This design comes from an exercise in tuning for small area, a short achievable clock period and few clock cycles on the open sky130 flow, not from production work.
Only simulation tests tie the RTL to the original design; equivalence was not proved.
No activity file was given, so power comes from the tool's default toggle rates.

==> flow/design.v <==
`timescale 1ns / 1ps
module fifo(
  input clk,
  input rst_n,
  input [7:0] r,
  input load,
  input vld_next,
  output vld,
  output [7:0] dout
);
  reg v;
  reg [7:0] ra;
  always @(posedge clk)
    if (load) ra <= r;
  always @(posedge clk)
    if (!rst_n) v <= 1'b0;
    else v <= vld_next;
  assign vld = v;
  assign dout = ra;
endmodule
`timescale 1ns / 1ps
module router_top(clock,resetn,pkt_valid,read_enb_0,read_enb_1,read_enb_2,data_in,
                  busy,err,vld_out_0,vld_out_1,vld_out_2,data_out_0,data_out_1,data_out_2);
  input [7:0] data_in;
  input pkt_valid,clock,resetn,read_enb_0,read_enb_1,read_enb_2;
  output [7:0] data_out_0,data_out_1,data_out_2;
  output vld_out_0,vld_out_1,vld_out_2,err,busy;
  reg busy_q, in_pkt, err_q, rv;
  reg [1:0] addr;       
  reg [7:0] r, par;
  wire [2:0] vld = {vld_out_2, vld_out_1, vld_out_0};
  wire [2:0] rdq = {read_enb_2, read_enb_1, read_enb_0};
  wire take = ~busy_q & (in_pkt | pkt_valid);
  wire [1:0] tgt = in_pkt ? addr : data_in[1:0];
  wire [1:0] addr_n = take ? tgt : addr;
  wire [2:0] hit = {addr_n == 2'd2, addr_n == 2'd1, addr_n == 2'd0};
  wire [2:0] at = {addr == 2'd2, addr == 2'd1, addr == 2'd0};
  wire [2:0] keep = vld & ~rdq;             
  wire [2:0] load = {3{rv & ~busy_q}} & at;
  wire [2:0] vld_next = keep | ({3{take | busy_q}} & hit);
  fifo fifo_0(clock, resetn, r, load[0], vld_next[0], vld_out_0, data_out_0);
  fifo fifo_1(clock, resetn, r, load[1], vld_next[1], vld_out_1, data_out_1);
  fifo fifo_2(clock, resetn, r, load[2], vld_next[2], vld_out_2, data_out_2);
  always @(posedge clock)
    if (!resetn) begin
      busy_q <= 1'b0; in_pkt <= 1'b0; err_q <= 1'b0; rv <= 1'b0;
    end else begin
      in_pkt <= take ? pkt_valid : in_pkt;
      rv <= take | busy_q;
      busy_q <= (take | busy_q) & keep[addr_n];
      err_q <= take & in_pkt & ~pkt_valid & (|(par ^ data_in));
    end
  always @(posedge clock) begin
    addr <= addr_n;
    if (!busy_q) r <= data_in;
    if (!in_pkt) par <= data_in;
    else if (!busy_q) par <= par ^ data_in;
  end
  assign busy = busy_q;
  assign err = err_q;
endmodule
Settings: LEC_CHECK=0, CAP_MARGIN=20, CORE_MARGIN=2, CORE_UTILIZATION=40, SETUP_SLACK_MARGIN=3.5, SLEW_MARGIN=20; clock period 5.0 ns.
run.sh (not shown) runs the stock make flow with config.mk's settings and CLKGATE_MAP_FILE= SYNTH_SCRIPT=/design/flow/synth_recipe.tcl, a recipe that flattens the netlist after the stock synthesis.
Testbench counts at the start, summed over its fixed seeds: cycles 28,229.
==> next run, changes <==
==> flow/design.v (replaced) <==
`timescale 1ns / 1ps
module fifo(
  input clk,
  input rst_n,
  input [7:0] r,
  input own,            
  input vld_next,
  input rd_enb,
  output a_q,           
  output vld,
  output [7:0] dout
);
  reg a, v;
  reg [7:0] ra;
  wire rd = rd_enb & v;
  always @(posedge clk)
    if (own & ~a) ra <= r;
  always @(posedge clk)
    if (!rst_n) begin
      a <= 1'b0; v <= 1'b0;
    end else begin
      a <= v & ~rd_enb;
      v <= vld_next;
    end
  assign a_q = a;
  assign vld = v;
  assign dout = ra;
endmodule
`timescale 1ns / 1ps
module router_top(clock,resetn,pkt_valid,read_enb_0,read_enb_1,read_enb_2,data_in,
                  busy,err,vld_out_0,vld_out_1,vld_out_2,data_out_0,data_out_1,data_out_2);
  input [7:0] data_in;
  input pkt_valid,clock,resetn,read_enb_0,read_enb_1,read_enb_2;
  output [7:0] data_out_0,data_out_1,data_out_2;
  output vld_out_0,vld_out_1,vld_out_2,err,busy;
  reg busy_q, in_pkt, pe, err_q, rv;
  reg [1:0] addr;       
  reg [7:0] r, par;
  wire [2:0] a, vld;
  wire [2:0] rdq = {read_enb_2, read_enb_1, read_enb_0};
  wire [2:0] own = {rv & (addr == 2'd2), rv & (addr == 2'd1), rv & (addr == 2'd0)};
  wire a_o = a[addr];                       
  wire stuck = rv & a_o;
  wire take = ~busy_q & (in_pkt | pkt_valid);
  wire [1:0] tgt = in_pkt ? addr : data_in[1:0];
  wire [2:0] hit = {tgt == 2'd2, tgt == 2'd1, tgt == 2'd0};
  wire [2:0] keep = vld & ~rdq;             
  wire [2:0] vld_next = keep | (take ? hit : (own & a));
  fifo fifo_0(clock, resetn, r, own[0], vld_next[0], read_enb_0, a[0], vld_out_0, data_out_0);
  fifo fifo_1(clock, resetn, r, own[1], vld_next[1], read_enb_1, a[1], vld_out_1, data_out_1);
  fifo fifo_2(clock, resetn, r, own[2], vld_next[2], read_enb_2, a[2], vld_out_2, data_out_2);
  assign vld = {vld_out_2, vld_out_1, vld_out_0};
  always @(posedge clock)
    if (!resetn) begin
      busy_q <= 1'b0; in_pkt <= 1'b0; pe <= 1'b0; err_q <= 1'b0; rv <= 1'b0;
    end else begin
      in_pkt <= take ? pkt_valid : in_pkt;
      rv <= take | stuck;
      busy_q <= take ? keep[tgt] : (stuck & ~rdq[addr]);
      pe <= take & in_pkt & ~pkt_valid;         
      err_q <= pe & (|par);
    end
  always @(posedge clock) begin
    if (take) addr <= tgt;
    if (!stuck) r <= data_in;
    if (!in_pkt) par <= data_in;
    else if (!busy_q) par <= par ^ data_in;
  end
  assign busy = busy_q;
  assign err = err_q;
endmodule
Outcome: The changed run went through all stages and came out clean. Cell area came out higher by about 12%. Core utilization came out higher by 2.0 points. Final cell count came out higher by about 20%. Clock skew came out lower by 0.0035 ns. Synthesized area came out higher by 8.0%. Non-clock buffer count came out higher by 11. Maximum frequency came out lower by 1.8%. Power came out higher by 1.6%. Setup slack got worse by 0.034 ns. Critical path depth stays the same. Flip-flop and latch count came out higher by 4. Synthesized cell count came out higher by about 16%. Sequential power came out higher by about 5.5%. Global-route usage came out higher by 2.7 points.
Testbench counts after the change, summed over its fixed seeds: cycles 28,230.

[static timing again, ports no longer ideal]
How much do the figures lean on ideal ports? The routed layouts below were timed once more, with nothing changed but the port constraints.
Step 1 (the two cells are an assumption about what drives the block):
set clk [get_ports {clock}]
set_driving_cell -lib_cell sky130_fd_sc_hd__clkbuf_16 $clk
set_driving_cell -lib_cell sky130_fd_sc_hd__buf_2 [delete_from_list [all_inputs] $clk]
Step 2 adds t to the input delays and takes it off the output delays; t is the mean of the earliest and latest rising clock arrival at the registers after step 1. Input paths then give back, and output paths get back, about the clock's delay inside the block.
a / b / c = no drivers / after step 1 / after step 2; a / b = the first two.
| run | shift t [ns] | setup slack, ns | worst setup path after step 2 | clock arrival spread, ns | worst data-port slew with drivers (ns) |
|---|---|---|---|---|---|
| the first run | 0.311 | 3.191 / 3.168 / 2.960 | input to register | 0.009 / 0.009 | 0.06 |
| the second run | 0.336 | 3.157 / 3.129 / 3.002 | input to register | 0.005 / 0.005 | 0.05 |
After both steps every run listed still meets setup and hold. The setup slack of the first run, which loses most, moves by -0.023 ns with the drivers and by -0.231 ns with both steps.
